This is an optimization exercise on Yosys and OpenROAD, whose aim is small area, a short achievable clock period and few clock cycles, not a production implementation.
At most, simulation tests tie the RTL to the original design; equivalence was not proved.
Power and IR drop assume default switching activity.

## is_prime
module is_prime
#(
    parameter WIDTH = 32
) (
    input clk,
    input rst_n,
    input valid_i,
    output ready_i,
    input [WIDTH-1:0] number,
    output reg result,
    output valid_o,
    input ready_o
);
    localparam K  = 2;           
    localparam NC = 17;          
    localparam M  = K * NC;      
    localparam W  = 34;          
    localparam S_IDLE  = 0,
               S_CLASS = 1,
               S_SETUP = 2,      
               S_FIX   = 3,      
               S_MUL   = 4,      
               S_CONV  = 5,      
               S_DBL   = 6,      
               S_CHK   = 7,      
               S_DONE  = 8,
               S_HORN  = 9,      
               S_CHKW  = 10;     
    localparam NS = 11;
    localparam [1:0] OP_SQR  = 2'd0,     
                     OP_SQRC = 2'd1,     
                     OP_CHK  = 2'd3;     
    reg [NS-1:0] st;
    reg [1:0]   op;
    reg [31:0]  n;
    reg [34:0]  x;           
    reg [32:0]  ar;          
    reg [W-1:0] sr, cr;      
    reg         ci;
    reg [K-1:0] ab;          
    reg [5:0]   cnt;
    reg [4:0]   e;           
    reg [4:0]   spos;        
    reg [4:0]   tpos;        
    reg [1:0]   base;        
    reg [1:0]   r3;
    reg [2:0]   r5, r7;
    reg [3:0]   r11, r13;
    reg [4:0]   r17, r19, r23;
    assign ready_i = st[S_IDLE];
    assign valid_o = st[S_DONE];
    wire nbit = n[e];
    reg  nbr;                
    wire at_s = (e == spos);
    wire any_zero = (r3 == 0) | (r5 == 0) | (r7 == 0) | (r11 == 0) |
                    (r13 == 0) | (r17 == 0) | (r19 == 0) | (r23 == 0);
    reg n_le1, n_eq2, small_n, small_prime;
    reg sp_in;
    always @(*) begin
        case (number[4:0])
            5'd3, 5'd5, 5'd7, 5'd11, 5'd13, 5'd17, 5'd19, 5'd23: sp_in = (number[31:5] == 0);
            default: sp_in = 1'b0;
        endcase
    end
    wire         mul = st[S_MUL];
    wire [W-1:0] s_nx, c_nx;
    wire         ci_nx;
    mont_step #(.W(W)) u_step (
        .s(sr), .c(cr), .ci(ci), .a(ab), .b(x[32:0]), .n(n),
        .s_o(s_nx), .c_o(c_nx), .ci_o(ci_nx)
    );
  ...
For scale: about 39 I/O pins, roughly 17000 um2 of cells after synthesis.
clock: 5.0 ns
lec_check: 0
abc_clock_period_in_ps: 3000
cap_margin: 20
core_margin: 2
core_utilization: 40
cts_buf_list: sky130_fd_sc_hd__clkbuf_4 sky130_fd_sc_hd__clkbuf_8
cts_cluster_diameter: 40
cts_cluster_size: 12
setup_slack_margin: 1.3
slew_margin: 20
run.sh (not shown) runs the stock make flow with config.mk's settings and CLKGATE_MAP_FILE= SYNTH_SCRIPT=/design/flow/synth_recipe.tcl, a recipe that flattens the netlist after the stock synthesis.
Rerun with:
Settings changed: CTS_BUF_LIST sky130_fd_sc_hd__clkbuf_4 sky130_fd_sc_hd__clkbuf_8 to sky130_fd_sc_hd__clkbuf_8, CTS_CLUSTER_DIAMETER 40 to 60, CTS_CLUSTER_SIZE 12 to 16.
The new run completed with no timing, DRC or antenna violations.
Final cell count fell by about 1.6%.
Worst hold slack improved by 0.018 ns.
Sequential cell count does not change.
Clock-buffer cell count shrinks by 22.
Final area goes down by 2.6%.
Via count drops by 0.92%.
Worst setup slack is worse by 0.028 ns.
Total power decreases by about 9%.
No run of this note included a check of the RTL's function; only the layout flow was run.

== P ==
Another version of the RTL of is_prime (not shown whole).
For scale: ~1800 cells after synthesis, about 0.018 mm² of cells after synthesis.
clock: 5.0 ns
lec_check: 0
abc_clock_period_in_ps: 3000
cap_margin: 20
core_margin: 2
core_utilization: 40
cts_buf_list: sky130_fd_sc_hd__clkbuf_8
cts_cluster_diameter: 60
cts_cluster_size: 16
setup_slack_margin: 1.3
slew_margin: 20
Per the final summary, P finished and its layout is clean on timing, DRC and antenna.
Testbench counts of P, summed over its fixed seeds: cycles 28,683.
What Q does differently from P at the input level:
# P
export LEC_CHECK = 0
export ABC_CLOCK_PERIOD_IN_PS = 3000
export CAP_MARGIN = 20
export CORE_MARGIN = 2
export CORE_UTILIZATION = 40
export CTS_BUF_LIST = sky130_fd_sc_hd__clkbuf_8
export CTS_CLUSTER_DIAMETER = 60
export CTS_CLUSTER_SIZE = 16
export SETUP_SLACK_MARGIN = 1.3
export SLEW_MARGIN = 20
create_clock -name core_clock -period 5.0 [get_ports {clk}]
# Q
export LEC_CHECK = 0
export ABC_CLOCK_PERIOD_IN_PS = 3000
export CAP_MARGIN = 20
export CORE_MARGIN = 2
export CORE_UTILIZATION = 40
export CTS_BUF_LIST = sky130_fd_sc_hd__clkbuf_8
export CTS_CLUSTER_DIAMETER = 60
export CTS_CLUSTER_SIZE = 16
export SETUP_SLACK_MARGIN = 1.5
export SLEW_MARGIN = 20
create_clock -name core_clock -period 5.0 [get_ports {clk}]
==> notes.md <==
Across both runs, post-CTS setup buffer count was higher for Q than for P. Reported for Q and P, post-placement cell area turned out identical to the last digit. Per the comparison of Q with P, met2 layer wire length in the routed design comparable; sequential cell area in the final layout comparable; global-route total usage across every layer comparable. Taking P over Q, the amount of wire on met3 after detailed routing ratio works out to 0.909. In the tables for Q and P, total design power reads higher with Q. Looking at setup slack, Q sits 0.13 ns higher than P does.

==> separate check: timing with driven ports <==
No port has a modelled driver above. Below, the same layouts with a new extraction and two added sets of constraints. Step 1 sets driving cells, clkbuf_16 on the clock port and buf_2 on the other inputs (assumed; they add their load-dependent delay and slew). Step 2 also shifts input and output timing later by t, the mid clock arrival at the registers, as if the neighbouring blocks saw the same clock. a / b / c = ideal / step 1 / step 2; a / b = the first two.
| run | t, ns | setup slack, ns | hold slack, ns | latest minus earliest clock arrival (ns) | pins driven straight from the clock port |
|---|---|---|---|---|---|
| the first run of note 1 | 0.661 | 1.487 / 1.487 / 1.058 | 0.354 / 0.354 / 0.354 | 0.020 / 0.019 | 1 |
| the second run of note 1 | 0.678 | 1.459 / 1.459 / 1.044 | 0.372 / 0.372 / 0.372 | 0.030 / 0.029 | 1 |
| P | 0.700 | 1.487 / 1.487 / 1.166 | 0.388 / 0.388 / 0.388 | 0.034 / 0.035 | 1 |
| Q | 0.702 | 1.613 / 1.613 / 1.196 | 0.391 / 0.391 / 0.391 | 0.043 / 0.043 | 1 |
After both steps setup and hold are still met in every run listed. For the first run of note 1, which loses most, drivers alone change the setup slack by 0.000 ns; drivers and shift together by -0.429 ns.
